Context: an optimization exercise on an open-source flow, tuned for small area, a short achievable clock period and few clock cycles per item. The choices shown serve that exercise and are no tape-out recipe. Function was not checked in any run shown here: the RTL went through the layout flow alone.

==> flow/design.v, too long to show whole: its modules and the start of the top module <==
// module synBusSatRnd: 113 lines
// module singleDelayWithEnableGeneric: 17 lines
// module synDelayWithEnableGeneric: 291 lines
// module synDelayWithEnable: 18 lines
// module FixedPointMultiplier: 37 lines
// module FixedPointAdder: 36 lines
// module Neuron: 1554 lines
module Neuron (
 input clk,
 input GlobalReset,             
 input Input_Valid,             
 input [11:0] Bias,             
 output Idle,
 input [335:0] Row_Wgt,         
 input [27:0] Row_Pix,          
 output Row_Ready,              
 output [18:0] NeuronOutput,
 output OutputReady);
  // ...
==> flow/run.sh <==
#!/bin/bash
# synth_recipe.tcl (not shown) runs the flow's synth.tcl, then flattens the netlist and writes it again
# the make line also repeats each setting of config.mk as NAME=value (left out here)
make -C /OpenROAD-flow-scripts/flow DESIGN_CONFIG=/design/flow/config.mk WORK_HOME=/design/flow/orfs CLKGATE_MAP_FILE= SYNTH_SCRIPT=/design/flow/synth_recipe.tcl finish
==> flow/config.mk <==
export PLATFORM = sky130hd
export DESIGN_NAME = Neuron
export DESIGN_NICKNAME = Neuron
export VERILOG_FILES = /design/flow/design.v
export SDC_FILE = /design/flow/constraint.sdc
export NUM_CORES = 4
export LEC_CHECK = 0
export CAP_MARGIN = 20
export CORE_MARGIN = 2
export CORE_UTILIZATION = 40
export PLACE_DENSITY = 0.6
export SLEW_MARGIN = 20
==> flow/constraint.sdc <==
create_clock -name core_clock -period 4.0 [get_ports {clk}]
set_input_delay 0.8000 -clock core_clock [delete_from_list [all_inputs] [get_ports {clk}]]
set_output_delay 0.8000 -clock core_clock [all_outputs]
set_load 0.01 [all_outputs]
==> impl_metrics.tcl, run 1 <==
set metrics [dict create \
    status "complete, but fails checks" \
    so.violations "setup timing" \
    cp.arrival_ns 4.37 \
    route.detailed.vias_per_inst 4.90 \
    yosys.area.top_type "fa_1" \
    final.fill_count 2902 \
    crit_path_max_fanout 3 \
    dr_wl_met2_mm 26.7 \
    synthDistinctLibCells 54 \
    maxSlewViolCount 0 \
    synthTopCellsByCount "inv_1, fa_1, and3_1" \
    layout.cells.largest_class "multi-input combinational cells" \
    fin_nets 2658 \
    finalWorstSetupSlack_ns -1.17 \
    initial_utilization_pct 40.3 \
    syn-cell-area_mm2 0.0138 \
    synthXorXnorAreaFrac_pct 1.01 \
    postSynthNetCount 2155 \
    drive_gt1_share_pct 18.5 \
    wl_met1_mm 21.8 \
    via_count_of_the_first_global_routing_pass 13300 \
    signal_buffers 559 \
    final.signal_inverter_count 384 \
    cp.buffers_inverters 5 \
    num-clock-buffers 9 \
    pre_cts_slack_ns -1.24 \
    final-clk-cell-share_pct 1.37 \
    multi_input_area_share_pct 50.9 \
    report.final.setup_viol 28 \
    buffer_area_share_pct 27.1 \
    final_tns_setup_ns -17.20 \
    combinational_family_with_the_most_area_after_synthesis "adder cells" \
    antenna_cells_inserted 9 \
    async_flop_share_pct 6.31 \
    firstDrtPassIters 4 \
    hold-worst-slack_ns 0.514 \
    synthMostInstantiatedCell "inv_1" \
    finalWeightedCongestion 0.937 \
    layout.area.seq_mm2 0.00227 \
]
==> run 2, diff against run 1 <==
--- a/flow/design.v
+++ b/flow/design.v
@@ -1066,16 +1066,100 @@
 wire a6_fs247;
 wire a6_fc247;
 wire a6_fs248;
 wire a6_fc248;
 wire a6_fs249;
 wire a6_fc249;
 wire a6_fs250;
 wire a6_fc250;
+wire a4_fs251;
+wire a4_fc251;
+wire a4_fs252;
+wire a4_fc252;
+wire a4_hs7;
+wire a4_hc7;
+wire a4_fs253;
+wire a4_fc253;
+wire a4_fs254;
+wire a4_fc254;
+wire a4_fs255;
+wire a4_fc255;
+wire a4_fs256;
+wire a4_fc256;
+wire a4_fs257;
+wire a4_fc257;
+wire a4_fs258;
+wire a4_fc258;
+wire a4_fs259;
+wire a4_fc259;
+wire a4_fs260;
+wire a4_fc260;
+wire a4_fs261;
+wire a4_fc261;
+wire a4_fs262;
+wire a4_fc262;
+wire a4_fs263;
+wire a4_fc263;
+wire a4_fs264;
+wire a4_fc264;
+wire a4_fs265;
+wire a4_fc265;
+wire a4_fs266;
+wire a4_fc266;
+wire a4_fs267;
+wire a4_fc267;
+wire a4_fs268;
+wire a4_fc268;
+wire a4_fs269;
+wire a4_fc269;
+wire a4_fs270;
+wire a4_fc270;
+wire a4_fs271;
+wire a4_fc271;
+wire a4_fs272;
+wire a4_fc272;
+wire a4_fs273;
+wire a4_fc273;
+wire a4_fs274;
+wire a4_fc274;
+wire a4_fs275;
+wire a4_fc275;
+wire a4_fs276;
+wire a4_fc276;
+wire a3_hs8;
+wire a3_hc8;
+wire a3_fs277;
+wire a3_fc277;
+wire a3_fs278;
+wire a3_fc278;
+wire a3_fs279;
+wire a3_fc279;
+wire a3_fs280;
+wire a3_fc280;
+wire a3_fs281;
+wire a3_fc281;
+wire a3_fs282;
+wire a3_fc282;
+wire a3_fs283;
+wire a3_fc283;
+wire a3_fs284;
+wire a3_fc284;
+wire a3_fs285;
+wire a3_fc285;
+wire a3_fs286;
+wire a3_fc286;
+wire a3_fs287;
+wire a3_fc287;
+wire a3_fs288;
+wire a3_fc288;
+wire a3_fs289;
+wire a3_fc289;
+wire a3_hs9;
+wire a3_hc9;
 assign a19_fs0 = pp[0][0] ^ pp[1][0] ^ pp[2][0];
 assign a19_fc0 = (pp[0][0] & pp[1][0]) | (pp[0][0] & pp[2][0]) | (pp[1][0] & pp[2][0]);
 assign a19_fs1 = pp[3][0] ^ pp[4][0] ^ pp[5][0];
 assign a19_fc1 = (pp[3][0] & pp[4][0]) | (pp[3][0] & pp[5][0]) | (pp[4][0] & pp[5][0]);
 assign a19_fs2 = pp[6][0] ^ pp[7][0] ^ pp[8][0];
 assign a19_fc2 = (pp[6][0] & pp[7][0]) | (pp[6][0] & pp[8][0]) | (pp[7][0] & pp[8][0]);
 assign a19_fs3 = pp[9][0] ^ pp[10][0] ^ pp[11][0];
 assign a19_fc3 = (pp[9][0] & pp[10][0]) | (pp[9][0] & pp[11][0]) | (pp[10][0] & pp[11][0]);
@@ -1582,274 +1666,196 @@
 assign a6_fs247 = a9_fc206 ^ a9_fc207 ^ a9_fc208;
 assign a6_fc247 = (a9_fc206 & a9_fc207) | (a9_fc206 & a9_fc208) | (a9_fc207 & a9_fc208);
 assign a6_fs248 = a9_fc209 ^ a9_fs210 ^ a9_fs211;
 assign a6_fc248 = (a9_fc209 & a9_fs210) | (a9_fc209 & a9_fs211) | (a9_fs210 & a9_fs211);
 assign a6_fs249 = a9_fs212 ^ a9_fs213 ^ a19_fc98;
 assign a6_fc249 = (a9_fs212 & a9_fs213) | (a9_fs212 & a19_fc98) | (a9_fs213 & a19_fc98);
 assign a6_fs250 = a9_fc210 ^ a9_fc211 ^ a9_fc212;
 assign a6_fc250 = (a9_fc210 & a9_fc211) | (a9_fc210 & a9_fc212) | (a9_fc211 & a9_fc212);
+assign a4_fs251 = a6_fs214 ^ a6_hs5 ^ pp[24][0];
+assign a4_fc251 = (a6_fs214 & a6_hs5) | (a6_fs214 & pp[24][0]) | (a6_hs5 & pp[24][0]);
+assign a4_fs252 = a6_fc214 ^ a6_hc5 ^ a6_fs215;
+assign a4_fc252 = (a6_fc214 & a6_hc5) | (a6_fc214 & a6_fs215) | (a6_hc5 & a6_fs215);
+assign a4_hs7 = a6_fs216 ^ a6_hs6;
+assign a4_hc7 = a6_fs216 & a6_hs6;
+assign a4_fs253 = a6_fc215 ^ a6_fc216 ^ a6_hc6;
+assign a4_fc253 = (a6_fc215 & a6_fc216) | (a6_fc215 & a6_hc6) | (a6_fc216 & a6_hc6);
+assign a4_fs254 = a6_fs217 ^ a6_fs218 ^ a6_fs219;
+assign a4_fc254 = (a6_fs217 & a6_fs218) | (a6_fs217 & a6_fs219) | (a6_fs218 & a6_fs219);
+assign a4_fs255 = a6_fc217 ^ a6_fc218 ^ a6_fc219;
+assign a4_fc255 = (a6_fc217 & a6_fc218) | (a6_fc217 & a6_fc219) | (a6_fc218 & a6_fc219);
+assign a4_fs256 = a6_fs220 ^ a6_fs221 ^ a6_fs222;
+assign a4_fc256 = (a6_fs220 & a6_fs221) | (a6_fs220 & a6_fs222) | (a6_fs221 & a6_fs222);
+assign a4_fs257 = a6_fc220 ^ a6_fc221 ^ a6_fc222;
+assign a4_fc257 = (a6_fc220 & a6_fc221) | (a6_fc220 & a6_fc222) | (a6_fc221 & a6_fc222);
+assign a4_fs258 = a6_fs223 ^ a6_fs224 ^ a6_fs225;
+assign a4_fc258 = (a6_fs223 & a6_fs224) | (a6_fs223 & a6_fs225) | (a6_fs224 & a6_fs225);
+assign a4_fs259 = a6_fc223 ^ a6_fc224 ^ a6_fc225;
+assign a4_fc259 = (a6_fc223 & a6_fc224) | (a6_fc223 & a6_fc225) | (a6_fc224 & a6_fc225);
+assign a4_fs260 = a6_fs226 ^ a6_fs227 ^ a6_fs228;
+assign a4_fc260 = (a6_fs226 & a6_fs227) | (a6_fs226 & a6_fs228) | (a6_fs227 & a6_fs228);
+assign a4_fs261 = a6_fc226 ^ a6_fc227 ^ a6_fc228;
+assign a4_fc261 = (a6_fc226 & a6_fc227) | (a6_fc226 & a6_fc228) | (a6_fc227 & a6_fc228);
+assign a4_fs262 = a6_fs229 ^ a6_fs230 ^ a6_fs231;
+assign a4_fc262 = (a6_fs229 & a6_fs230) | (a6_fs229 & a6_fs231) | (a6_fs230 & a6_fs231);
+assign a4_fs263 = a6_fc229 ^ a6_fc230 ^ a6_fc231;
+assign a4_fc263 = (a6_fc229 & a6_fc230) | (a6_fc229 & a6_fc231) | (a6_fc230 & a6_fc231);
+assign a4_fs264 = a6_fs232 ^ a6_fs233 ^ a6_fs234;
+assign a4_fc264 = (a6_fs232 & a6_fs233) | (a6_fs232 & a6_fs234) | (a6_fs233 & a6_fs234);
+assign a4_fs265 = a6_fc232 ^ a6_fc233 ^ a6_fc234;
+assign a4_fc265 = (a6_fc232 & a6_fc233) | (a6_fc232 & a6_fc234) | (a6_fc233 & a6_fc234);
+assign a4_fs266 = a6_fs235 ^ a6_fs236 ^ a6_fs237;
+assign a4_fc266 = (a6_fs235 & a6_fs236) | (a6_fs235 & a6_fs237) | (a6_fs236 & a6_fs237);
+assign a4_fs267 = a6_fc235 ^ a6_fc236 ^ a6_fc237;
+assign a4_fc267 = (a6_fc235 & a6_fc236) | (a6_fc235 & a6_fc237) | (a6_fc236 & a6_fc237);
+assign a4_fs268 = a6_fs238 ^ a6_fs239 ^ a6_fs240;
+assign a4_fc268 = (a6_fs238 & a6_fs239) | (a6_fs238 & a6_fs240) | (a6_fs239 & a6_fs240);
+assign a4_fs269 = a6_fc238 ^ a6_fc239 ^ a6_fc240;
+assign a4_fc269 = (a6_fc238 & a6_fc239) | (a6_fc238 & a6_fc240) | (a6_fc239 & a6_fc240);
+assign a4_fs270 = a6_fs241 ^ a6_fs242 ^ a6_fs243;
+assign a4_fc270 = (a6_fs241 & a6_fs242) | (a6_fs241 & a6_fs243) | (a6_fs242 & a6_fs243);
+assign a4_fs271 = a6_fc241 ^ a6_fc242 ^ a6_fc243;
+assign a4_fc271 = (a6_fc241 & a6_fc242) | (a6_fc241 & a6_fc243) | (a6_fc242 & a6_fc243);
+assign a4_fs272 = a6_fs244 ^ a6_fs245 ^ a6_fs246;
+assign a4_fc272 = (a6_fs244 & a6_fs245) | (a6_fs244 & a6_fs246) | (a6_fs245 & a6_fs246);
+assign a4_fs273 = a6_fc244 ^ a6_fc245 ^ a6_fc246;
+assign a4_fc273 = (a6_fc244 & a6_fc245) | (a6_fc244 & a6_fc246) | (a6_fc245 & a6_fc246);
+assign a4_fs274 = a6_fs247 ^ a6_fs248 ^ a6_fs249;
+assign a4_fc274 = (a6_fs247 & a6_fs248) | (a6_fs247 & a6_fs249) | (a6_fs248 & a6_fs249);
+assign a4_fs275 = a6_fc247 ^ a6_fc248 ^ a6_fc249;
+assign a4_fc275 = (a6_fc247 & a6_fc248) | (a6_fc247 & a6_fc249) | (a6_fc248 & a6_fc249);
+assign a4_fs276 = a6_fs250 ^ a9_fc213 ^ a13_fc165;
+assign a4_fc276 = (a6_fs250 & a9_fc213) | (a6_fs250 & a13_fc165) | (a9_fc213 & a13_fc165);
+assign a3_hs8 = a4_fs251 ^ pp[25][0];
+assign a3_hc8 = a4_fs251 & pp[25][0];
+assign a3_fs277 = a4_fc251 ^ a4_fs252 ^ a4_hs7;
+assign a3_fc277 = (a4_fc251 & a4_fs252) | (a4_fc251 & a4_hs7) | (a4_fs252 & a4_hs7);
+assign a3_fs278 = a4_fc252 ^ a4_hc7 ^ a4_fs253;
+assign a3_fc278 = (a4_fc252 & a4_hc7) | (a4_fc252 & a4_fs253) | (a4_hc7 & a4_fs253);
+assign a3_fs279 = a4_fc253 ^ a4_fc254 ^ a4_fs255;
+assign a3_fc279 = (a4_fc253 & a4_fc254) | (a4_fc253 & a4_fs255) | (a4_fc254 & a4_fs255);
+assign a3_fs280 = a4_fc255 ^ a4_fc256 ^ a4_fs257;
+assign a3_fc280 = (a4_fc255 & a4_fc256) | (a4_fc255 & a4_fs257) | (a4_fc256 & a4_fs257);
+assign a3_fs281 = a4_fc257 ^ a4_fc258 ^ a4_fs259;
+assign a3_fc281 = (a4_fc257 & a4_fc258) | (a4_fc257 & a4_fs259) | (a4_fc258 & a4_fs259);
+assign a3_fs282 = a4_fc259 ^ a4_fc260 ^ a4_fs261;
+assign a3_fc282 = (a4_fc259 & a4_fc260) | (a4_fc259 & a4_fs261) | (a4_fc260 & a4_fs261);
+assign a3_fs283 = a4_fc261 ^ a4_fc262 ^ a4_fs263;
+assign a3_fc283 = (a4_fc261 & a4_fc262) | (a4_fc261 & a4_fs263) | (a4_fc262 & a4_fs263);
+assign a3_fs284 = a4_fc263 ^ a4_fc264 ^ a4_fs265;
+assign a3_fc284 = (a4_fc263 & a4_fc264) | (a4_fc263 & a4_fs265) | (a4_fc264 & a4_fs265);
+assign a3_fs285 = a4_fc265 ^ a4_fc266 ^ a4_fs267;
+assign a3_fc285 = (a4_fc265 & a4_fc266) | (a4_fc265 & a4_fs267) | (a4_fc266 & a4_fs267);
+assign a3_fs286 = a4_fc267 ^ a4_fc268 ^ a4_fs269;
+assign a3_fc286 = (a4_fc267 & a4_fc268) | (a4_fc267 & a4_fs269) | (a4_fc268 & a4_fs269);
+assign a3_fs287 = a4_fc269 ^ a4_fc270 ^ a4_fs271;
+assign a3_fc287 = (a4_fc269 & a4_fc270) | (a4_fc269 & a4_fs271) | (a4_fc270 & a4_fs271);
+assign a3_fs288 = a4_fc271 ^ a4_fc272 ^ a4_fs273;
+assign a3_fc288 = (a4_fc271 & a4_fc272) | (a4_fc271 & a4_fs273) | (a4_fc272 & a4_fs273);
+assign a3_fs289 = a4_fc273 ^ a4_fc274 ^ a4_fs275;
+assign a3_fc289 = (a4_fc273 & a4_fc274) | (a4_fc273 & a4_fs275) | (a4_fc274 & a4_fs275);
+assign a3_hs9 = a4_fc275 ^ a4_fc276;
+assign a3_hc9 = a4_fc275 & a4_fc276;
 reg r_0_0;
 reg r_0_1;
 reg r_0_2;
-reg r_0_3;
-reg r_0_4;
-reg r_0_5;
 reg r_1_0;
 reg r_1_1;
 reg r_1_2;
-reg r_1_3;
-reg r_1_4;
-reg r_1_5;
 reg r_2_0;
 reg r_2_1;
 reg r_2_2;
-reg r_2_3;
-reg r_2_4;
-reg r_2_5;
 reg r_3_0;
 reg r_3_1;
 reg r_3_2;
-reg r_3_3;
-reg r_3_4;
-reg r_3_5;
 reg r_4_0;
 reg r_4_1;
 reg r_4_2;
-reg r_4_3;
-reg r_4_4;
-reg r_4_5;
 reg r_5_0;
 reg r_5_1;
 reg r_5_2;
-reg r_5_3;
-reg r_5_4;
-reg r_5_5;
 reg r_6_0;
 reg r_6_1;
 reg r_6_2;
-reg r_6_3;
-reg r_6_4;
-reg r_6_5;
 reg r_7_0;
 reg r_7_1;
 reg r_7_2;
-reg r_7_3;
-reg r_7_4;
-reg r_7_5;
 reg r_8_0;
 reg r_8_1;
 reg r_8_2;
-reg r_8_3;
-reg r_8_4;
-reg r_8_5;
 reg r_9_0;
 reg r_9_1;
 reg r_9_2;
-reg r_9_3;
-reg r_9_4;
-reg r_9_5;
 reg r_10_0;
 reg r_10_1;
 reg r_10_2;
-reg r_10_3;
-reg r_10_4;
-reg r_10_5;
 reg r_11_0;
 reg r_11_1;
 reg r_11_2;
-reg r_11_3;
-reg r_11_4;
-reg r_11_5;
 reg r_12_0;
 reg r_12_1;
 reg r_12_2;
-reg r_12_3;
-reg r_12_4;
-reg r_12_5;
 reg r_13_0;
 reg r_13_1;
 reg r_13_2;
-reg r_13_3;
-reg r_13_4;
-reg r_13_5;
 reg r_14_0;
+reg r_14_1;
+reg r_14_2;
+reg r_15_0;
 always @(posedge clk) begin
-  r_0_0 <= a6_fs214;
-  r_0_1 <= a6_hs5;
-  r_0_2 <= pp[24][0];
-  r_0_3 <= pp[25][0];
-  r_0_4 <= pp[26][0];
-  r_0_5 <= pp[27][0];
-  r_1_0 <= a6_fc214;
-  r_1_1 <= a6_hc5;
-  r_1_2 <= a6_fs215;
-  r_1_3 <= a6_fs216;
-  r_1_4 <= a6_hs6;
-  r_1_5 <= pp[27][1];
-  r_2_0 <= a6_fc215;
-  r_2_1 <= a6_fc216;
-  r_2_2 <= a6_hc6;
-  r_2_3 <= a6_fs217;
-  r_2_4 <= a6_fs218;
-  r_2_5 <= a6_fs219;
-  r_3_0 <= a6_fc217;
-  r_3_1 <= a6_fc218;
-  r_3_2 <= a6_fc219;
-  r_3_3 <= a6_fs220;
-  r_3_4 <= a6_fs221;
-  r_3_5 <= a6_fs222;
-  r_4_0 <= a6_fc220;
-  r_4_1 <= a6_fc221;
-  r_4_2 <= a6_fc222;
-  r_4_3 <= a6_fs223;
-  r_4_4 <= a6_fs224;
-  r_4_5 <= a6_fs225;
-  r_5_0 <= a6_fc223;
-  r_5_1 <= a6_fc224;
-  r_5_2 <= a6_fc225;
-  r_5_3 <= a6_fs226;
-  r_5_4 <= a6_fs227;
-  r_5_5 <= a6_fs228;
-  r_6_0 <= a6_fc226;
-  r_6_1 <= a6_fc227;
-  r_6_2 <= a6_fc228;
-  r_6_3 <= a6_fs229;
-  r_6_4 <= a6_fs230;
-  r_6_5 <= a6_fs231;
-  r_7_0 <= a6_fc229;
-  r_7_1 <= a6_fc230;
-  r_7_2 <= a6_fc231;
-  r_7_3 <= a6_fs232;
-  r_7_4 <= a6_fs233;
-  r_7_5 <= a6_fs234;
-  r_8_0 <= a6_fc232;
-  r_8_1 <= a6_fc233;
-  r_8_2 <= a6_fc234;
-  r_8_3 <= a6_fs235;
-  r_8_4 <= a6_fs236;
-  r_8_5 <= a6_fs237;
-  r_9_0 <= a6_fc235;
-  r_9_1 <= a6_fc236;
-  r_9_2 <= a6_fc237;
-  r_9_3 <= a6_fs238;
-  r_9_4 <= a6_fs239;
-  r_9_5 <= a6_fs240;
-  r_10_0 <= a6_fc238;
-  r_10_1 <= a6_fc239;
-  r_10_2 <= a6_fc240;
-  r_10_3 <= a6_fs241;
-  r_10_4 <= a6_fs242;
-  r_10_5 <= a6_fs243;
-  r_11_0 <= a6_fc241;
-  r_11_1 <= a6_fc242;
-  r_11_2 <= a6_fc243;
-  r_11_3 <= a6_fs244;
-  r_11_4 <= a6_fs245;
-  r_11_5 <= a6_fs246;
-  r_12_0 <= a6_fc244;
-  r_12_1 <= a6_fc245;
-  r_12_2 <= a6_fc246;
-  r_12_3 <= a6_fs247;
-  r_12_4 <= a6_fs248;
-  r_12_5 <= a6_fs249;
-  r_13_0 <= a6_fc247;
-  r_13_1 <= a6_fc248;
-  r_13_2 <= a6_fc249;
-  r_13_3 <= a6_fs250;
-  r_13_4 <= a9_fc213;
-  r_13_5 <= a13_fc165;
-  r_14_0 <= a6_fc250;
+  r_0_0 <= a3_hs8;
+  r_0_1 <= pp[26][0];
+  r_0_2 <= pp[27][0];
+  r_1_0 <= a3_hc8;
+  r_1_1 <= a3_fs277;
+  r_1_2 <= pp[27][1];
+  r_2_0 <= a3_fc277;
+  r_2_1 <= a3_fs278;
+  r_2_2 <= a4_fs254;
+  r_3_0 <= a3_fc278;
+  r_3_1 <= a3_fs279;
+  r_3_2 <= a4_fs256;
+  r_4_0 <= a3_fc279;
+  r_4_1 <= a3_fs280;
+  r_4_2 <= a4_fs258;
+  r_5_0 <= a3_fc280;
+  r_5_1 <= a3_fs281;
+  r_5_2 <= a4_fs260;
+  r_6_0 <= a3_fc281;
+  r_6_1 <= a3_fs282;
+  r_6_2 <= a4_fs262;
+  r_7_0 <= a3_fc282;
+  r_7_1 <= a3_fs283;
+  r_7_2 <= a4_fs264;
+  r_8_0 <= a3_fc283;
+  r_8_1 <= a3_fs284;
+  r_8_2 <= a4_fs266;
+  r_9_0 <= a3_fc284;
+  r_9_1 <= a3_fs285;
+  r_9_2 <= a4_fs268;
+  r_10_0 <= a3_fc285;
+  r_10_1 <= a3_fs286;
+  r_10_2 <= a4_fs270;
+  r_11_0 <= a3_fc286;
+  r_11_1 <= a3_fs287;
+  r_11_2 <= a4_fs272;
+  r_12_0 <= a3_fc287;
+  r_12_1 <= a3_fs288;
+  r_12_2 <= a4_fs274;
+  r_13_0 <= a3_fc288;
+  r_13_1 <= a3_fs289;
+  r_13_2 <= a4_fs276;
+  r_14_0 <= a3_fc289;
+  r_14_1 <= a3_hs9;
+  r_14_2 <= a6_fc250;
+  r_15_0 <= a3_hc9;
 end
 reg [18:0] acc;
 wire [18:0] total;
-wire b6_hs7;
-wire b6_hc7;
-wire b6_fs251;
-wire b6_fc251;
-wire b6_fs252;
-wire b6_fc252;
-wire b6_fs253;
-wire b6_fc253;
-wire b6_fs254;
-wire b6_fc254;
-wire b6_fs255;
-wire b6_fc255;
-wire b6_fs256;
-wire b6_fc256;
-wire b6_fs257;
-wire b6_fc257;
-wire b6_fs258;
-wire b6_fc258;
-wire b6_fs259;
-wire b6_fc259;
-wire b6_fs260;
-wire b6_fc260;
-wire b6_fs261;
-wire b6_fc261;
-wire b6_fs262;
-wire b6_fc262;
-wire b6_fs263;
-wire b6_fc263;
-wire b4_fs264;
-wire b4_fc264;
-wire b4_fs265;
-wire b4_fc265;
-wire b4_hs8;
-wire b4_hc8;
-wire b4_fs266;
-wire b4_fc266;
-wire b4_fs267;
-wire b4_fc267;
-wire b4_fs268;
-wire b4_fc268;
-wire b4_fs269;
-wire b4_fc269;
-wire b4_fs270;
-wire b4_fc270;
-wire b4_fs271;
-wire b4_fc271;
-wire b4_fs272;
-wire b4_fc272;
-wire b4_fs273;
-wire b4_fc273;
-wire b4_fs274;
-wire b4_fc274;
-wire b4_fs275;
-wire b4_fc275;
-wire b4_fs276;
-wire b4_fc276;
-wire b4_fs277;
-wire b4_fc277;
-wire b4_fs278;
-wire b4_fc278;
-wire b4_fs279;
-wire b4_fc279;
-wire b4_fs280;
-wire b4_fc280;
-wire b4_fs281;
-wire b4_fc281;
-wire b4_fs282;
-wire b4_fc282;
-wire b4_fs283;
-wire b4_fc283;
-wire b4_fs284;
-wire b4_fc284;
-wire b4_fs285;
-wire b4_fc285;
-wire b4_fs286;
-wire b4_fc286;
-wire b4_fs287;
-wire b4_fc287;
-wire b4_fs288;
-wire b4_fc288;
-wire b4_fs289;
-wire b4_fc289;
-wire b4_hs9;
-wire b4_hc9;
 wire b3_hs10;
 wire b3_hc10;
 wire b3_fs290;
 wire b3_fc290;
 wire b3_fs291;
 wire b3_fc291;
 wire b3_fs292;
 wire b3_fc292;
@@ -1902,162 +1908,78 @@
 wire b2_fs315;
 wire b2_fc315;
 wire b2_fs316;
 wire b2_fc316;
 wire b2_fs317;
 wire b2_fc317;
 wire b2_fs318;
 wire b2_fc318;
-assign b6_hs7 = r_0_0 ^ r_0_1;
-assign b6_hc7 = r_0_0 & r_0_1;
-assign b6_fs251 = r_1_0 ^ r_1_1 ^ r_1_2;
-assign b6_fc251 = (r_1_0 & r_1_1) | (r_1_0 & r_1_2) | (r_1_1 & r_1_2);
-assign b6_fs252 = r_2_0 ^ r_2_1 ^ r_2_2;
-assign b6_fc252 = (r_2_0 & r_2_1) | (r_2_0 & r_2_2) | (r_2_1 & r_2_2);
-assign b6_fs253 = r_3_0 ^ r_3_1 ^ r_3_2;
-assign b6_fc253 = (r_3_0 & r_3_1) | (r_3_0 & r_3_2) | (r_3_1 & r_3_2);
-assign b6_fs254 = r_4_0 ^ r_4_1 ^ r_4_2;
-assign b6_fc254 = (r_4_0 & r_4_1) | (r_4_0 & r_4_2) | (r_4_1 & r_4_2);
-assign b6_fs255 = r_5_0 ^ r_5_1 ^ r_5_2;
-assign b6_fc255 = (r_5_0 & r_5_1) | (r_5_0 & r_5_2) | (r_5_1 & r_5_2);
-assign b6_fs256 = r_6_0 ^ r_6_1 ^ r_6_2;
-assign b6_fc256 = (r_6_0 & r_6_1) | (r_6_0 & r_6_2) | (r_6_1 & r_6_2);
-assign b6_fs257 = r_7_0 ^ r_7_1 ^ r_7_2;
-assign b6_fc257 = (r_7_0 & r_7_1) | (r_7_0 & r_7_2) | (r_7_1 & r_7_2);
-assign b6_fs258 = r_8_0 ^ r_8_1 ^ r_8_2;
-assign b6_fc258 = (r_8_0 & r_8_1) | (r_8_0 & r_8_2) | (r_8_1 & r_8_2);
-assign b6_fs259 = r_9_0 ^ r_9_1 ^ r_9_2;
-assign b6_fc259 = (r_9_0 & r_9_1) | (r_9_0 & r_9_2) | (r_9_1 & r_9_2);
-assign b6_fs260 = r_10_0 ^ r_10_1 ^ r_10_2;
-assign b6_fc260 = (r_10_0 & r_10_1) | (r_10_0 & r_10_2) | (r_10_1 & r_10_2);
-assign b6_fs261 = r_11_0 ^ r_11_1 ^ r_11_2;
-assign b6_fc261 = (r_11_0 & r_11_1) | (r_11_0 & r_11_2) | (r_11_1 & r_11_2);
-assign b6_fs262 = r_12_0 ^ r_12_1 ^ r_12_2;
-assign b6_fc262 = (r_12_0 & r_12_1) | (r_12_0 & r_12_2) | (r_12_1 & r_12_2);
-assign b6_fs263 = r_13_0 ^ r_13_1 ^ r_13_2;
-assign b6_fc263 = (r_13_0 & r_13_1) | (r_13_0 & r_13_2) | (r_13_1 & r_13_2);
-assign b4_fs264 = b6_hs7 ^ r_0_2 ^ r_0_3;
-assign b4_fc264 = (b6_hs7 & r_0_2) | (b6_hs7 & r_0_3) | (r_0_2 & r_0_3);
-assign b4_fs265 = b6_hc7 ^ b6_fs251 ^ r_1_3;
-assign b4_fc265 = (b6_hc7 & b6_fs251) | (b6_hc7 & r_1_3) | (b6_fs251 & r_1_3);
-assign b4_hs8 = r_1_4 ^ r_1_5;
-assign b4_hc8 = r_1_4 & r_1_5;
-assign b4_fs266 = b6_fc251 ^ b6_fs252 ^ r_2_3;
-assign b4_fc266 = (b6_fc251 & b6_fs252) | (b6_fc251 & r_2_3) | (b6_fs252 & r_2_3);
-assign b4_fs267 = r_2_4 ^ r_2_5 ^ acc[2];
-assign b4_fc267 = (r_2_4 & r_2_5) | (r_2_4 & acc[2]) | (r_2_5 & acc[2]);
-assign b4_fs268 = b6_fc252 ^ b6_fs253 ^ r_3_3;
-assign b4_fc268 = (b6_fc252 & b6_fs253) | (b6_fc252 & r_3_3) | (b6_fs253 & r_3_3);
-assign b4_fs269 = r_3_4 ^ r_3_5 ^ acc[3];
-assign b4_fc269 = (r_3_4 & r_3_5) | (r_3_4 & acc[3]) | (r_3_5 & acc[3]);
-assign b4_fs270 = b6_fc253 ^ b6_fs254 ^ r_4_3;
-assign b4_fc270 = (b6_fc253 & b6_fs254) | (b6_fc253 & r_4_3) | (b6_fs254 & r_4_3);
-assign b4_fs271 = r_4_4 ^ r_4_5 ^ acc[4];
-assign b4_fc271 = (r_4_4 & r_4_5) | (r_4_4 & acc[4]) | (r_4_5 & acc[4]);
-assign b4_fs272 = b6_fc254 ^ b6_fs255 ^ r_5_3;
-assign b4_fc272 = (b6_fc254 & b6_fs255) | (b6_fc254 & r_5_3) | (b6_fs255 & r_5_3);
-assign b4_fs273 = r_5_4 ^ r_5_5 ^ acc[5];
-assign b4_fc273 = (r_5_4 & r_5_5) | (r_5_4 & acc[5]) | (r_5_5 & acc[5]);
-assign b4_fs274 = b6_fc255 ^ b6_fs256 ^ r_6_3;
-assign b4_fc274 = (b6_fc255 & b6_fs256) | (b6_fc255 & r_6_3) | (b6_fs256 & r_6_3);
-assign b4_fs275 = r_6_4 ^ r_6_5 ^ acc[6];
-assign b4_fc275 = (r_6_4 & r_6_5) | (r_6_4 & acc[6]) | (r_6_5 & acc[6]);
-assign b4_fs276 = b6_fc256 ^ b6_fs257 ^ r_7_3;
-assign b4_fc276 = (b6_fc256 & b6_fs257) | (b6_fc256 & r_7_3) | (b6_fs257 & r_7_3);
-assign b4_fs277 = r_7_4 ^ r_7_5 ^ acc[7];
-assign b4_fc277 = (r_7_4 & r_7_5) | (r_7_4 & acc[7]) | (r_7_5 & acc[7]);
-assign b4_fs278 = b6_fc257 ^ b6_fs258 ^ r_8_3;
-assign b4_fc278 = (b6_fc257 & b6_fs258) | (b6_fc257 & r_8_3) | (b6_fs258 & r_8_3);
-assign b4_fs279 = r_8_4 ^ r_8_5 ^ acc[8];
-assign b4_fc279 = (r_8_4 & r_8_5) | (r_8_4 & acc[8]) | (r_8_5 & acc[8]);
-assign b4_fs280 = b6_fc258 ^ b6_fs259 ^ r_9_3;
-assign b4_fc280 = (b6_fc258 & b6_fs259) | (b6_fc258 & r_9_3) | (b6_fs259 & r_9_3);
-assign b4_fs281 = r_9_4 ^ r_9_5 ^ acc[9];
-assign b4_fc281 = (r_9_4 & r_9_5) | (r_9_4 & acc[9]) | (r_9_5 & acc[9]);
-assign b4_fs282 = b6_fc259 ^ b6_fs260 ^ r_10_3;
-assign b4_fc282 = (b6_fc259 & b6_fs260) | (b6_fc259 & r_10_3) | (b6_fs260 & r_10_3);
-assign b4_fs283 = r_10_4 ^ r_10_5 ^ acc[10];
-assign b4_fc283 = (r_10_4 & r_10_5) | (r_10_4 & acc[10]) | (r_10_5 & acc[10]);
-assign b4_fs284 = b6_fc260 ^ b6_fs261 ^ r_11_3;
-assign b4_fc284 = (b6_fc260 & b6_fs261) | (b6_fc260 & r_11_3) | (b6_fs261 & r_11_3);
-assign b4_fs285 = r_11_4 ^ r_11_5 ^ acc[11];
-assign b4_fc285 = (r_11_4 & r_11_5) | (r_11_4 & acc[11]) | (r_11_5 & acc[11]);
-assign b4_fs286 = b6_fc261 ^ b6_fs262 ^ r_12_3;
-assign b4_fc286 = (b6_fc261 & b6_fs262) | (b6_fc261 & r_12_3) | (b6_fs262 & r_12_3);
-assign b4_fs287 = r_12_4 ^ r_12_5 ^ acc[12];
-assign b4_fc287 = (r_12_4 & r_12_5) | (r_12_4 & acc[12]) | (r_12_5 & acc[12]);
-assign b4_fs288 = b6_fc262 ^ b6_fs263 ^ r_13_3;
-assign b4_fc288 = (b6_fc262 & b6_fs263) | (b6_fc262 & r_13_3) | (b6_fs263 & r_13_3);
-assign b4_fs289 = r_13_4 ^ r_13_5 ^ acc[13];
-assign b4_fc289 = (r_13_4 & r_13_5) | (r_13_4 & acc[13]) | (r_13_5 & acc[13]);
-assign b4_hs9 = b6_fc263 ^ r_14_0;
-assign b4_hc9 = b6_fc263 & r_14_0;
-assign b3_hs10 = b4_fs264 ^ r_0_4;
-assign b3_hc10 = b4_fs264 & r_0_4;
-assign b3_fs290 = b4_fc264 ^ b4_fs265 ^ b4_hs8;
-assign b3_fc290 = (b4_fc264 & b4_fs265) | (b4_fc264 & b4_hs8) | (b4_fs265 & b4_hs8);
-assign b3_fs291 = b4_fc265 ^ b4_hc8 ^ b4_fs266;
-assign b3_fc291 = (b4_fc265 & b4_hc8) | (b4_fc265 & b4_fs266) | (b4_hc8 & b4_fs266);
-assign b3_fs292 = b4_fc266 ^ b4_fc267 ^ b4_fs268;
-assign b3_fc292 = (b4_fc266 & b4_fc267) | (b4_fc266 & b4_fs268) | (b4_fc267 & b4_fs268);
-assign b3_fs293 = b4_fc268 ^ b4_fc269 ^ b4_fs270;
-assign b3_fc293 = (b4_fc268 & b4_fc269) | (b4_fc268 & b4_fs270) | (b4_fc269 & b4_fs270);
-assign b3_fs294 = b4_fc270 ^ b4_fc271 ^ b4_fs272;
-assign b3_fc294 = (b4_fc270 & b4_fc271) | (b4_fc270 & b4_fs272) | (b4_fc271 & b4_fs272);
-assign b3_fs295 = b4_fc272 ^ b4_fc273 ^ b4_fs274;
-assign b3_fc295 = (b4_fc272 & b4_fc273) | (b4_fc272 & b4_fs274) | (b4_fc273 & b4_fs274);
-assign b3_fs296 = b4_fc274 ^ b4_fc275 ^ b4_fs276;
-assign b3_fc296 = (b4_fc274 & b4_fc275) | (b4_fc274 & b4_fs276) | (b4_fc275 & b4_fs276);
-assign b3_fs297 = b4_fc276 ^ b4_fc277 ^ b4_fs278;
-assign b3_fc297 = (b4_fc276 & b4_fc277) | (b4_fc276 & b4_fs278) | (b4_fc277 & b4_fs278);
-assign b3_fs298 = b4_fc278 ^ b4_fc279 ^ b4_fs280;
-assign b3_fc298 = (b4_fc278 & b4_fc279) | (b4_fc278 & b4_fs280) | (b4_fc279 & b4_fs280);
-assign b3_fs299 = b4_fc280 ^ b4_fc281 ^ b4_fs282;
-assign b3_fc299 = (b4_fc280 & b4_fc281) | (b4_fc280 & b4_fs282) | (b4_fc281 & b4_fs282);
-assign b3_fs300 = b4_fc282 ^ b4_fc283 ^ b4_fs284;
-assign b3_fc300 = (b4_fc282 & b4_fc283) | (b4_fc282 & b4_fs284) | (b4_fc283 & b4_fs284);
-assign b3_fs301 = b4_fc284 ^ b4_fc285 ^ b4_fs286;
-assign b3_fc301 = (b4_fc284 & b4_fc285) | (b4_fc284 & b4_fs286) | (b4_fc285 & b4_fs286);
-assign b3_fs302 = b4_fc286 ^ b4_fc287 ^ b4_fs288;
-assign b3_fc302 = (b4_fc286 & b4_fc287) | (b4_fc286 & b4_fs288) | (b4_fc287 & b4_fs288);
-assign b3_fs303 = b4_fc288 ^ b4_fc289 ^ b4_hs9;
-assign b3_fc303 = (b4_fc288 & b4_fc289) | (b4_fc288 & b4_hs9) | (b4_fc289 & b4_hs9);
-assign b2_hs11 = b3_hs10 ^ r_0_5;
-assign b2_hc11 = b3_hs10 & r_0_5;
+assign b3_hs10 = r_0_0 ^ r_0_1;
+assign b3_hc10 = r_0_0 & r_0_1;
+assign b3_fs290 = r_1_0 ^ r_1_1 ^ r_1_2;
+assign b3_fc290 = (r_1_0 & r_1_1) | (r_1_0 & r_1_2) | (r_1_1 & r_1_2);
+assign b3_fs291 = r_2_0 ^ r_2_1 ^ r_2_2;
+assign b3_fc291 = (r_2_0 & r_2_1) | (r_2_0 & r_2_2) | (r_2_1 & r_2_2);
+assign b3_fs292 = r_3_0 ^ r_3_1 ^ r_3_2;
+assign b3_fc292 = (r_3_0 & r_3_1) | (r_3_0 & r_3_2) | (r_3_1 & r_3_2);
+assign b3_fs293 = r_4_0 ^ r_4_1 ^ r_4_2;
+assign b3_fc293 = (r_4_0 & r_4_1) | (r_4_0 & r_4_2) | (r_4_1 & r_4_2);
+assign b3_fs294 = r_5_0 ^ r_5_1 ^ r_5_2;
+assign b3_fc294 = (r_5_0 & r_5_1) | (r_5_0 & r_5_2) | (r_5_1 & r_5_2);
+assign b3_fs295 = r_6_0 ^ r_6_1 ^ r_6_2;
+assign b3_fc295 = (r_6_0 & r_6_1) | (r_6_0 & r_6_2) | (r_6_1 & r_6_2);
+assign b3_fs296 = r_7_0 ^ r_7_1 ^ r_7_2;
+assign b3_fc296 = (r_7_0 & r_7_1) | (r_7_0 & r_7_2) | (r_7_1 & r_7_2);
+assign b3_fs297 = r_8_0 ^ r_8_1 ^ r_8_2;
+assign b3_fc297 = (r_8_0 & r_8_1) | (r_8_0 & r_8_2) | (r_8_1 & r_8_2);
+assign b3_fs298 = r_9_0 ^ r_9_1 ^ r_9_2;
+assign b3_fc298 = (r_9_0 & r_9_1) | (r_9_0 & r_9_2) | (r_9_1 & r_9_2);
+assign b3_fs299 = r_10_0 ^ r_10_1 ^ r_10_2;
+assign b3_fc299 = (r_10_0 & r_10_1) | (r_10_0 & r_10_2) | (r_10_1 & r_10_2);
+assign b3_fs300 = r_11_0 ^ r_11_1 ^ r_11_2;
+assign b3_fc300 = (r_11_0 & r_11_1) | (r_11_0 & r_11_2) | (r_11_1 & r_11_2);
+assign b3_fs301 = r_12_0 ^ r_12_1 ^ r_12_2;
+assign b3_fc301 = (r_12_0 & r_12_1) | (r_12_0 & r_12_2) | (r_12_1 & r_12_2);
+assign b3_fs302 = r_13_0 ^ r_13_1 ^ r_13_2;
+assign b3_fc302 = (r_13_0 & r_13_1) | (r_13_0 & r_13_2) | (r_13_1 & r_13_2);
+assign b3_fs303 = r_14_0 ^ r_14_1 ^ r_14_2;
+assign b3_fc303 = (r_14_0 & r_14_1) | (r_14_0 & r_14_2) | (r_14_1 & r_14_2);
+assign b2_hs11 = b3_hs10 ^ r_0_2;
+assign b2_hc11 = b3_hs10 & r_0_2;
 assign b2_fs304 = b3_hc10 ^ b3_fs290 ^ acc[1];
 assign b2_fc304 = (b3_hc10 & b3_fs290) | (b3_hc10 & acc[1]) | (b3_fs290 & acc[1]);
-assign b2_fs305 = b3_fc290 ^ b3_fs291 ^ b4_fs267;
-assign b2_fc305 = (b3_fc290 & b3_fs291) | (b3_fc290 & b4_fs267) | (b3_fs291 & b4_fs267);
-assign b2_fs306 = b3_fc291 ^ b3_fs292 ^ b4_fs269;
-assign b2_fc306 = (b3_fc291 & b3_fs292) | (b3_fc291 & b4_fs269) | (b3_fs292 & b4_fs269);
-assign b2_fs307 = b3_fc292 ^ b3_fs293 ^ b4_fs271;
-assign b2_fc307 = (b3_fc292 & b3_fs293) | (b3_fc292 & b4_fs271) | (b3_fs293 & b4_fs271);
-assign b2_fs308 = b3_fc293 ^ b3_fs294 ^ b4_fs273;
-assign b2_fc308 = (b3_fc293 & b3_fs294) | (b3_fc293 & b4_fs273) | (b3_fs294 & b4_fs273);
-assign b2_fs309 = b3_fc294 ^ b3_fs295 ^ b4_fs275;
-assign b2_fc309 = (b3_fc294 & b3_fs295) | (b3_fc294 & b4_fs275) | (b3_fs295 & b4_fs275);
-assign b2_fs310 = b3_fc295 ^ b3_fs296 ^ b4_fs277;
-assign b2_fc310 = (b3_fc295 & b3_fs296) | (b3_fc295 & b4_fs277) | (b3_fs296 & b4_fs277);
-assign b2_fs311 = b3_fc296 ^ b3_fs297 ^ b4_fs279;
-assign b2_fc311 = (b3_fc296 & b3_fs297) | (b3_fc296 & b4_fs279) | (b3_fs297 & b4_fs279);
-assign b2_fs312 = b3_fc297 ^ b3_fs298 ^ b4_fs281;
-assign b2_fc312 = (b3_fc297 & b3_fs298) | (b3_fc297 & b4_fs281) | (b3_fs298 & b4_fs281);
-assign b2_fs313 = b3_fc298 ^ b3_fs299 ^ b4_fs283;
-assign b2_fc313 = (b3_fc298 & b3_fs299) | (b3_fc298 & b4_fs283) | (b3_fs299 & b4_fs283);
-assign b2_fs314 = b3_fc299 ^ b3_fs300 ^ b4_fs285;
-assign b2_fc314 = (b3_fc299 & b3_fs300) | (b3_fc299 & b4_fs285) | (b3_fs300 & b4_fs285);
-assign b2_fs315 = b3_fc300 ^ b3_fs301 ^ b4_fs287;
-assign b2_fc315 = (b3_fc300 & b3_fs301) | (b3_fc300 & b4_fs287) | (b3_fs301 & b4_fs287);
-assign b2_fs316 = b3_fc301 ^ b3_fs302 ^ b4_fs289;
-assign b2_fc316 = (b3_fc301 & b3_fs302) | (b3_fc301 & b4_fs289) | (b3_fs302 & b4_fs289);
+assign b2_fs305 = b3_fc290 ^ b3_fs291 ^ acc[2];
+assign b2_fc305 = (b3_fc290 & b3_fs291) | (b3_fc290 & acc[2]) | (b3_fs291 & acc[2]);
+assign b2_fs306 = b3_fc291 ^ b3_fs292 ^ acc[3];
+assign b2_fc306 = (b3_fc291 & b3_fs292) | (b3_fc291 & acc[3]) | (b3_fs292 & acc[3]);
+assign b2_fs307 = b3_fc292 ^ b3_fs293 ^ acc[4];
+assign b2_fc307 = (b3_fc292 & b3_fs293) | (b3_fc292 & acc[4]) | (b3_fs293 & acc[4]);
+assign b2_fs308 = b3_fc293 ^ b3_fs294 ^ acc[5];
+assign b2_fc308 = (b3_fc293 & b3_fs294) | (b3_fc293 & acc[5]) | (b3_fs294 & acc[5]);
+assign b2_fs309 = b3_fc294 ^ b3_fs295 ^ acc[6];
+assign b2_fc309 = (b3_fc294 & b3_fs295) | (b3_fc294 & acc[6]) | (b3_fs295 & acc[6]);
+assign b2_fs310 = b3_fc295 ^ b3_fs296 ^ acc[7];
+assign b2_fc310 = (b3_fc295 & b3_fs296) | (b3_fc295 & acc[7]) | (b3_fs296 & acc[7]);
+assign b2_fs311 = b3_fc296 ^ b3_fs297 ^ acc[8];
+assign b2_fc311 = (b3_fc296 & b3_fs297) | (b3_fc296 & acc[8]) | (b3_fs297 & acc[8]);
+assign b2_fs312 = b3_fc297 ^ b3_fs298 ^ acc[9];
+assign b2_fc312 = (b3_fc297 & b3_fs298) | (b3_fc297 & acc[9]) | (b3_fs298 & acc[9]);
+assign b2_fs313 = b3_fc298 ^ b3_fs299 ^ acc[10];
+assign b2_fc313 = (b3_fc298 & b3_fs299) | (b3_fc298 & acc[10]) | (b3_fs299 & acc[10]);
+assign b2_fs314 = b3_fc299 ^ b3_fs300 ^ acc[11];
+assign b2_fc314 = (b3_fc299 & b3_fs300) | (b3_fc299 & acc[11]) | (b3_fs300 & acc[11]);
+assign b2_fs315 = b3_fc300 ^ b3_fs301 ^ acc[12];
+assign b2_fc315 = (b3_fc300 & b3_fs301) | (b3_fc300 & acc[12]) | (b3_fs301 & acc[12]);
+assign b2_fs316 = b3_fc301 ^ b3_fs302 ^ acc[13];
+assign b2_fc316 = (b3_fc301 & b3_fs302) | (b3_fc301 & acc[13]) | (b3_fs302 & acc[13]);
 assign b2_fs317 = b3_fc302 ^ b3_fs303 ^ acc[14];
 assign b2_fc317 = (b3_fc302 & b3_fs303) | (b3_fc302 & acc[14]) | (b3_fs303 & acc[14]);
-assign b2_fs318 = b3_fc303 ^ b4_hc9 ^ acc[15];
-assign b2_fc318 = (b3_fc303 & b4_hc9) | (b3_fc303 & acc[15]) | (b4_hc9 & acc[15]);
+assign b2_fs318 = b3_fc303 ^ r_15_0 ^ acc[15];
+assign b2_fc318 = (b3_fc303 & r_15_0) | (b3_fc303 & acc[15]) | (r_15_0 & acc[15]);
 wire [18:0] ta = {acc[18], acc[17], b2_fc318, b2_fc317, b2_fc316, b2_fc315, b2_fc314, b2_fc313, b2_fc312, b2_fc311, b2_fc310, b2_fc309, b2_fc308, b2_fc307, b2_fc306, b2_fc305, b2_fc304, b2_hc11, b2_hs11};
 wire [18:0] tb = {1'b0, 1'b0, acc[16], b2_fs318, b2_fs317, b2_fs316, b2_fs315, b2_fs314, b2_fs313, b2_fs312, b2_fs311, b2_fs310, b2_fs309, b2_fs308, b2_fs307, b2_fs306, b2_fs305, b2_fs304, acc[0]};
 assign total = ta + tb;
 always @(posedge clk) begin
   if (start)
     acc <= {7'd0, Bias};
   else
     acc <= total;
==> impl_metrics.tcl, run 2 <==
set metrics [dict create \
    finalWirelength_mm 53.0 \
    min_path_type "reg -> reg" \
    finalWeightedCongestion 0.997 \
    yosys.area.top_type "fa_1" \
    postSynth.topFlopCell "dfxtp_1" \
    path_clk_slew_ns 0.06 \
    synthTopCellsByCount "fa_1, inv_1, and3_1" \
    ys_top_cells_by_area "fa_1, dfxtp_1, inv_1" \
    firstDrtPassIters 5 \
    reg.largest.list "acc x19, rowcnt x5" \
    number_of_enable_flip_flop_cells_after_synthesis 0 \
    grt_max_degree 36 \
    pre_cts_slack_ns -1.51 \
    largest_register "acc" \
    worst-slew-pin-transition_ns 0.612 \
    gr_ovfl_total 0 \
    fmaxAchievable_mhz 215 \
    die_height_um 182 \
    critPathSlowestCell "fa_1" \
    number_of_antenna_violations_at_the_first_check_in_global_routing 4 \
    drive_gt1_share_pct 25.1 \
    max-cap-violations 0 \
    hold-worst-slack_ns 0.508 \
    report.final.setup_viol 48 \
    area_growth_pct 59.3 \
    maxSlewViolCount 0 \
    tritoncts "done" \
    critPathMaxStageDelay_ns 0.55 \
    largest_reg_flops 19 \
    die_width_um 182 \
    placeableCoreArea_mm2 0.0313 \
    cp.arrival_ns 4.93 \
    topRoutingLayerUsed "met5" \
    syn_avg_cell_area_um2 9.54 \
    crit_path_max_fanout 30 \
    crit_path_end_kind "flop" \
    std_cell_rows 65 \
    finalWorstSetupSlack_ns -0.661 \
    postSynthNetCount 2052 \
    final.setup_skew_ns 0.00969 \
    crit_top_cell "fa_1" \
    fin_nets 2580 \
    fp.dieArea_mm2 0.0330 \
    antenna_violating_nets_post_route 0 \
    final_cell_area_mm2 0.0201 \
    most_common_library_cell_in_the_layout_ignoring_fill_and_taps "clkdlybuf4s50_1" \
    cts-root-to-sink-buffers 2 \
    number_of_sinks_handled_by_clock_tree_synthesis 72 \
    routed_wire_length_per_instance_um 23.5 \
    post-route-drc-count 0 \
    ff2ff_path_depth 16 \
    maxSlewHeadroom_pct 59.1 \
    initial_utilization_pct 40.3 \
    place_area_mm2 0.0185 \
    dp_hpwl_mm 45.3 \
    met3_wirelength_mm 3.08 \
    post_cts_hold_buffer_count 0 \
    synthMostInstantiatedCell "fa_1" \
    timing.critical_path.from_type "primary input" \
    synth-seq-cells 72 \
    syn-cell-area_mm2 0.0126 \
    global_route.usage.total_pct 32.5 \
    cts.root.buffer_cell "clkbuf_16" \
    share_of_yosys_cell_area_claimed_by_the_top_area_cell_type_pct 50.8 \
    period_share_pct 117 \
    num_vias 11300 \
    dr_wl_met2_mm 25.7 \
    via_count_of_the_first_global_routing_pass 12800 \
    dr.first_iter.drc_count 622 \
    tritoncts.num_buffers 9 \
    final-hold-violation-count 0 \
    async_flop_share_pct 9.72 \
    critPathRequiredTime_ns 4.27 \
    placement.io_buffers 400 \
    final_cell_mix "clkdlybuf4s50_1, inv_1, fa_1" \
    period_minus_slack_ns 4.66 \
    wl_met1_mm 22.5 \
    insertion_delay_ns 0.33 \
    boundaryPins 401 \
    critPathKind "in -> reg" \
    synth_sequential_area_ratio_pct 11.7 \
    route.detailed.vias_per_inst 4.98 \
    yosys_warnings 1 \
    so.violations "setup timing" \
    rsz_0062_raised_after_global_routing "true" \
    worstPathCellList "buf_6, nor2_4, buf_12, clkinv_8, buf_12, buf_16, and3_4, fa_1, inv_1, fa_1, inv_2, fa_1, inv_1, fa_2, fa_1, inv_2, fa_2" \
    status "complete, but fails checks" \
    grt_pass1_wl_mm 77.7 \
    synthDistinctLibCells 54 \
    cts_max_level 3 \
    syn_inst 1323 \
    worstHoldPathCells 1 \
]
run 2: cell types whose count changed after synthesis, moves of 10 or more:
cell,before,now
nand2_1,107,159
dfxtp_1,104,65
and2_1,8,18
and3_1,267,178
inv_1,384,315
nand3_1,6,44
run 2: final cells by class:
type / count / area (µm²)
timing repair buffer: 573 / 5890
sequential: 72 / 1480
tap: 402 / 503
clock inverter: 4 / 51.3
timing repair inverter: 4 / 66.3
inverter: 316 / 1200
clock buffer: 12 / 256
multi-input combinational: 875 / 10700
antenna: 3 / 7.51
fill: 2542 / 11200
run 2: logic make-up after synthesis:
| kind of cell | share of synthesized area (%) |
|---|---|
| AOI/OAI and AO/OA | 3.61 |
| xor gates and xnor gates | 1.11 |
| adders and majority gates | 53.7 |
| buffers and inverters | 11.2 |
| DFF | 11.7 |
| muxes | 0.763 |
| and+or+nand+nor | 17.9 |
run 2: stage by stage:
stage | setup TNS [ns] | util (%) | std cells
finish | -19.10 | 64.2 | 2261
global route | -23.54 | 64.2 | 2260
CTS | -18.62 | 63.2 | 2252
detailed placement | -53.26 | 59.2 | 2197
global placement | -51.51 | 59.2 | 2197
floorplan | -14.01 | - | 1323
run 2: worst paths after layout:
check	start	to	slack (ns)
max	Input_Valid	r_11_1$_DFF_P_	-0.66
min	rowcnt[0]$_DFFE_PN0P_	rowcnt[0]$_DFFE_PN0P_	0.51
max reg2reg	busy$_DFF_PN0_	r_11_1$_DFF_P_	-0.54
min reg2reg	rowcnt[0]$_DFFE_PN0P_	rowcnt[0]$_DFFE_PN0P_	0.51
max in group asynchronous	GlobalReset	o_OutputReady$_DFFE_PN0P_	3.01
min in group asynchronous	GlobalReset	busy$_DFF_PN0_	0.73
run 2: repair_timing:
| action | 4_1_cts | 5_1_grt |
|---|---|---|
| resized for setup | 233 | 67 |
| pin swaps | 71 | 44 |
| hold endpoints to repair | 0 | 0 |
| endpoints found under the setup margin | 58 | 59 |
| setup buffers | 34 | 6 |
| cloned | 8 | 3 |
run 2: worst max-delay path, delay by kind of cell:
family / cells / cell delay, ns
AND/OR/NAND/NOR: 2 / 0.31
adder cells (fa/ha/maj): 6 / 2.99
buffers and inverters: 9 / 0.83
run 2: layer usage:
layer | global-route usage (%) | vias up
li1 | - | 5055
met1 | 43.7 | 5693
met2 | 55.0 | 440
met3 | 4.49 | 78
met4 | 10.2 | 2
met5 | 0 | -

==> re-timing with driven ports <==
The flow's constraints put no driver on any port. The routed layouts listed below were extracted and timed again, unchanged, in two steps. Step 1 (the two cells are an assumption about what drives the block):
set clk [get_ports {clk}]
set_driving_cell -lib_cell sky130_fd_sc_hd__clkbuf_16 $clk
set_driving_cell -lib_cell sky130_fd_sc_hd__buf_2 [delete_from_list [all_inputs] $clk]
Step 2 moves the port delays by t, midway between the first and last clock arrival at a register: inputs arrive t later, outputs are due t later. That takes back most of the time a late clock gives input paths. Slacks: no drivers / after step 1 / after step 2; pairs: no drivers / after step 1.
run	t (ns)	slack for setup (ns)	clock arrival spread, ns	worst data-port slew with drivers (ns)
run 1	0.403	-1.168 / -1.216 / -0.813	0.012 / 0.013	0.11
run 2	0.366	-0.661 / -0.657 / -1.023	0.010 / 0.010	0.12
For run 2, which loses most, drivers alone change the setup slack by +0.004 ns; drivers and shift together by -0.362 ns.
